From an optimization exercise on the open Yosys and OpenROAD flow, aimed at small area, a short achievable clock period and few clock cycles per item; shortcuts taken in it are not production practice.
No functional check of the RTL was part of this run.
Power and IR drop assume default switching activity.

**design/flow/config.mk**
```make
export PLATFORM = sky130hd
export DESIGN_NAME = alu
export DESIGN_NICKNAME = alu
export VERILOG_FILES = /design/flow/design.v
export SDC_FILE = /design/flow/constraint.sdc
export NUM_CORES = 4
export LEC_CHECK = 0
export CAP_MARGIN = 20
export CORE_MARGIN = 2
export CORE_UTILIZATION = 40
export SLEW_MARGIN = 20
```
**design/flow/constraint.sdc**
```tcl
create_clock -name core_clock -period 5.0 [get_ports {clk}]
set_input_delay 1.0000 -clock core_clock [delete_from_list [all_inputs] [get_ports {clk}]]
set_output_delay 1.0000 -clock core_clock [all_outputs]
set_load 0.01 [all_outputs]
```
**design/flow/design.v**
```verilog
module alu(
	output reg[16 - 1:0] 		data_out,
	output reg 						  		valid_out,
	output reg							  		cmd_out,
	input [16 - 1:0] 			data_in,
	input 							  			valid_in,
	input 							  			cmd_in,
	output reg 									 	amm_read,
	output reg[8 - 1:0] 		amm_address,
	input [8 - 1:0] 			amm_readdata,
	input 									 			amm_waitrequest,
	input[1:0] 							 			amm_response,
	input clk,
	input rst_n
	);
	localparam ST_READ_HEAD = 3'h0, ST_READ_PAYLOAD = 3'h1, ST_DECODE = 3'h2, ST_OP_CODE = 3'h3,
	           ST_ERROR = 3'h4, ST_SEND = 3'h5, ST_SEND2 = 3'h6;
	reg[7:0] date[63:0];
	reg      is_addr[63:0];
	reg[5:0] numar_val;
	reg[5:0] i;
	reg[3:0] operatie;
	reg[2:0] state;
	reg[11:0] rez;
	reg       err;
	wire[5:0] last = numar_val - 6'd1;
	wire[7:0] cur  = date[i];
	reg[11:0] rez_next;
	reg       op_err;
	always @(*) begin
		rez_next = rez;
		op_err   = 1'b0;
		case(operatie)
			4'd0: rez_next = rez + {4'h0, cur};
			4'd1: rez_next = (i == 6'd0) ? {4'h0, cur} : (rez & {4'h0, cur});
			4'd2: rez_next = rez | {4'h0, cur};
			4'd3: rez_next = rez ^ {4'h0, cur};
			4'd4: if(numar_val == 6'd1) rez_next = {4'h0, ~cur}; else op_err = 1'b1;
			4'd5: if(numar_val == 6'd1) rez_next = {4'h0, cur} + 12'd1; else op_err = 1'b1;
			4'd6: if(numar_val == 6'd1) rez_next = {4'h0, cur} - 12'd1; else op_err = 1'b1;
			4'd7: if(numar_val == 6'd1) rez_next = {4'h0, 8'd0 - cur}; else op_err = 1'b1;
			4'd8: if(numar_val == 6'd2) rez_next = {4'h0, date[0] >> date[1]}; else op_err = 1'b1;
			4'd9: if(numar_val == 6'd2) rez_next = {4'h0, date[0] << date[1]}; else op_err = 1'b1;
			default: op_err = 1'b1;
		endcase
	end
	always @(posedge clk) begin
		if(!rst_n) begin
			state     <= ST_READ_HEAD;
			valid_out <= 1'b0;
			cmd_out   <= 1'b0;
			data_out  <= 0;
			amm_read  <= 1'b0;
			amm_address <= 0;
			i         <= 0;
			numar_val <= 0;
			operatie  <= 0;
			rez       <= 0;
			err       <= 1'b0;
		end
		else begin
			case(state)
				ST_READ_HEAD: begin
					valid_out <= 1'b0;
					cmd_out   <= 1'b0;
					i         <= 0;
					err       <= 1'b0;
					if(valid_in && cmd_in) begin
						numar_val <= data_in[5:0];
						operatie  <= data_in[11:8];
						if(data_in[5:0] == 6'd0)
							state <= ST_ERROR;
						else
							state <= ST_READ_PAYLOAD;
					end
				end
				ST_READ_PAYLOAD: begin
					if(valid_in) begin
						date[i]    <= data_in[7:0];
						is_addr[i] <= data_in[8];
						i <= i + 6'd1;
						if(i == last) begin
							i     <= 0;
							state <= ST_DECODE;
						end
					end
				end
				ST_DECODE: begin  
					if(is_addr[i]) begin
						if(!amm_read) begin
							amm_read    <= 1'b1;
							amm_address <= cur;
						end
						else if(!amm_waitrequest) begin
							amm_read <= 1'b0;
							if(amm_response != 2'b00)
								state <= ST_ERROR;
							else begin
								date[i]    <= amm_readdata;
								is_addr[i] <= 1'b0;
								i <= i + 6'd1;
								if(i == last) begin
									i     <= 0;
									rez   <= 0;
									state <= ST_OP_CODE;
								end
							end
						end
					end
					else begin
						i <= i + 6'd1;
						if(i == last) begin
							i     <= 0;
							rez   <= 0;
							state <= ST_OP_CODE;
						end
					end
				end
				ST_OP_CODE: begin  
					rez <= rez_next;
					i   <= i + 6'd1;
					if(op_err)
						state <= ST_ERROR;
					else if(i == last)
						state <= ST_SEND;
				end
				ST_ERROR: begin
					rez   <= 12'hbad;
					err   <= 1'b1;
					state <= ST_SEND;
				end
				ST_SEND: begin
					data_out  <= {11'h0, err, operatie};
					valid_out <= 1'b1;
					cmd_out   <= 1'b1;
					state     <= ST_SEND2;
				end
				ST_SEND2: begin
					data_out <= {4'h0, rez};
					cmd_out  <= 1'b0;
					state    <= ST_READ_HEAD;
				end
				default: state <= ST_READ_HEAD;
			endcase
		end
	end
endmodule
```
**design/flow/run.sh**
```bash
#!/bin/bash
# synth_recipe.tcl (not shown) runs the flow's synth.tcl, then flattens the netlist and writes it again
# the make line also repeats each setting of config.mk as NAME=value (left out here)
make -C /OpenROAD-flow-scripts/flow DESIGN_CONFIG=/design/flow/config.mk WORK_HOME=/design/flow/orfs CLKGATE_MAP_FILE= SYNTH_SCRIPT=/design/flow/synth_recipe.tcl finish
```
==> key figures <==
Status
  – Outcome: no timing/DRC/antenna violations

Power and ir drop
  – Tot Pwr: 13100 uW
  – Peak VDD IR: between 0.2 and 0.3 mV
  – PD cells: 417 nW/um^2
  – Leakage Power: about 0.01 uW

Die
  – Io pins: 58
  – Die Width: 265 um
  – Starting Density: 40.4%
  – Die area: 70000 um^2
  – Row cnt: 95
  – Total core area: between 60000 and 70000 um^2
  – Vert. Die Dim: approximately 260 um

Place
  – Global placer's final weighted congestion: 0.868
  – IO Port Bufs: 49
  – Post-Place Cell Area: ~30000 um^2
  – Placed cell count: 2571
  – Post-DP HPWL: between 40 and 50 mm

Setup path
  – CP Launch Type: register
  – Buf+Inv Stages, Crit Path: 4
  – Delay-heaviest family, CP: simple AND/OR/NAND/NOR gates
  – Maximum fanout along the worst path: 37
  – Required @ worst endpoint: 5.24 ns
  – WP data arrival: 4.70 ns
  – Crit-path most repeated cell: buf_4
  – Crit-path cells: buf_12, buf_4, mux4_2, mux4_2, mux2i_1, mux2_2, nor4_4, a31oi_1, nor2_1, nand3_1, buf_4, buf_4, nor2_1
  – Critical path's largest stage delay: approximately 0.68 ns
  – Worst Setup End Kind: register
  – WS Path Type: reg -> reg
  – Slowest cell on the critical path: nor2_1

Synth
  – Most common cell in the netlist: edfxtp_1
  – Seq/Total Area, Yosys: 68.2%
  – Most used DFF post-synth: edfxtp_1
  – Ys async rst share: 0%
  – Yosys warns: 1
  – Top post-synthesis cells by area: edfxtp_1, mux4_2, dfxtp_1
  – Gate Count Post-Synth: 1612
  – Cell area after synthesis: approximately 27000 um^2
  – Top cells by count, synth: edfxtp_1, mux4_2, nor2_1
  – Library cells used by synthesis: 78
  – Top-area cell type share of the netlist area: between 60 and 70%
  – Number of synthesized flops with an enable pin: 576
  – FF+latch count, synth: about 640
  – Top cell type by total area after synthesis: edfxtp_1
  – Mapped Avg Cell Area: 16.8 um^2

STA
  – Relative slew slack: roughly 26%
  – TNS Setup: 0 ns
  – Finish-stage setup viols: 0
  – Period utilization: between 80% and 90%
  – Final Hold Slack: around 0.45 ns
  – Achievable Freq: roughly 0.22 GHz
  – Final Skew: between 0.03 and 0.04 ns
  – Pins Over Slew Limit: 0
  – Final-report hold violation count: 0
  – Actual slew at the worst max-slew pin: approximately 1.1 ns
  – Period minus WS final: between 4 and 5 ns
  – RSZ-0062 raised after global routing: no

Route
  – Drt initial violations: between 1000 and 1500
  – Via density: about 5.7
  – ANT nets after route: 0
  – First-pass detailed-route iteration total: 5
  – Top Layer Used: met4
  – DRC viols: 0
  – Met1 wire length: between 20 and 30 mm
  – Metal2 WL: between 30 and 40 mm
  – Routed len/inst: between 20 and 30 um
  – Vias: 15500
  – Met3 WL: about 4 mm
  – Post-Route WL: 69.7 mm

CTS
  – Resize count post-CTS: 0
  – TritonCTS clock tree: yes
  – Clock latency (worst-skew pair): around 0.62 ns
  – Number of post-CTS setup repair buffers: 0
  – Clk buf depth: 3
  – Clock transition at path regs: 0.06 ns
  – Root Buffer Master: clkbuf_16
  – Clock sinks: 637
  – H-Tree Depth: 3
  – Hold-fix buffers at CTS: 0
  – TritonCTS buffer count: 68

Global route
  – Gr usage total: 20.1%
  – Vias in the first global route: 15400
  – Initial antenna violation count: 0
  – GR Overflow Total: 0
  – First-pass GRT wire length: between 100 and 150 mm
  – Pin count of the biggest net entering global routing: 65

Cells and area
  – ANT cells: 0
  – Filler cells: between 5000 and 6000
  – Final net count: 1823
  – Synth-to-layout area growth: 16.1%
  – Finished Cell Area: approximately 32000 um^2
  – Layout cells sized above 1: between 20% and 30%
  – Layout Cells excl Fill: 2691

Worst hold path
  – HP Class: reg -> reg

Job
  – Max-cap violations: 0
## layer usage
metal	up-vias	track usage, %
li1	6763	-
met1	8046	28.2
met2	540	32.6
met3	116	3.31
met4	0	5.74
met5	-	0
## path summary, 6_finish.rpt
path	from	slack, ns	endpoint	cells past startpoint
worst min-delay path	data_out[1]	0.45	data_out[1]	2
worst max-delay path	register	0.54	date[54][5]	13
worst max register to register	register	0.54	date[54][5]	13
worst min register to register	data_out[1]	0.45	data_out[1]	2
## metrics by stage
stage          util [%]  worst slack (ns)
6_report           46.9             0.538
5_1_grt            46.9             0.296
4_1_cts            46.9             0.479
3_5_place_dp       43.7             0.508
3_3_place_gp       43.7             0.590
2_1_floorplan         -             0.760
## sequential cells by signal (all words and copies together), names as in the netlist, 3 cells and up, named ones only
signal       flops
date           512
numar_val        6
is_addr         64
amm_address      8
operatie         4
rez             12
i                6
data_out        12
state            3
## tightest hold or removal path: stages, from the launching register on
cell	delay, ns
dfxtp_1	0.31
nand2_1	0.05
a21oi_1	0.05
## cell usage in the layout, fill, tap and decap left out, types with 19 or more instances in the layout
| master | netlist | final |
|---|---|---|
| inv_1 | 33 | 33 |
| a21oi_1 | 34 | 34 |
| clkdlybuf4s50_1 | 0 | 49 |
| nor3_1 | 20 | 19 |
| dfxtp_1 | 61 | 58 |
| nand3_1 | 25 | 25 |
| clkbuf_16 | 0 | 70 |
| o21ai_0 | 36 | 36 |
| nand2_1 | 70 | 70 |
| xnor2_1 | 22 | 22 |
| edfxtp_1 | 576 | 576 |
| ha_1 | 23 | 23 |
| a22oi_1 | 25 | 25 |
| mux2i_1 | 53 | 53 |
| buf_4 | 9 | 118 |
| nor2_1 | 141 | 134 |
| mux4_2 | 155 | 155 |
## logic make-up after synthesis
group / Yosys count / synth area share [%]
flip-flops: 637 / 68.2
AND/OR/NAND/NOR: 337 / 5.82
AO/OA/AOI/OAI: 230 / 6.11
multiplexers: 219 / 15.3
buffers and inverters: 135 / 2.53
XOR/XNOR: 29 / 0.935
adder cells (fa/ha/maj): 24 / 1.13
other: 1 / 0.0138
## area by class of cell
type	count	area (um^2)	area share [%]
inverters	39	146	0.464
clock inverters	33	307	0.972
clock buffers	87	1840	5.82
repair buffers	179	1620	5.13
multi-input cells	843	8000	25.4
well taps	873	1090	3.47
flip-flops and latches	637	18500	58.8
## power by group
group          total [uW]  switching (uW)  internal, uW  leakage, uW
logic                2330            1250          1080      0.00328
registers            5970             103          5860      0.00567
clock network        4850            2070          2770      0.00104

separate check: timing with driven ports:
In the flow no input, the clock included, has a driving cell. The finished layout below was timed again as built, in two steps.
Step 1: set_driving_cell puts a clkbuf_16 on clk and a buf_2 on each other input, an assumption about the parent block.
Step 2 moves the port delays by t, midway between the first and last clock arrival at a register: inputs arrive t later, outputs are due t later. That takes back most of the time a late clock gives input paths.
Three values: no drivers, after step 1, after step 2; two values: the first two.
shift t [ns]: 0.660
slack for setup (ns): 0.538 / 0.538 / 0.538
clock arrival spread, ns: 0.038 / 0.038
worst register clock-pin slew, ns: 0.06 / 0.06
After both steps setup and hold are still met in this run. For this run, drivers alone change the setup slack by 0.000 ns; drivers and shift together by 0.000 ns.
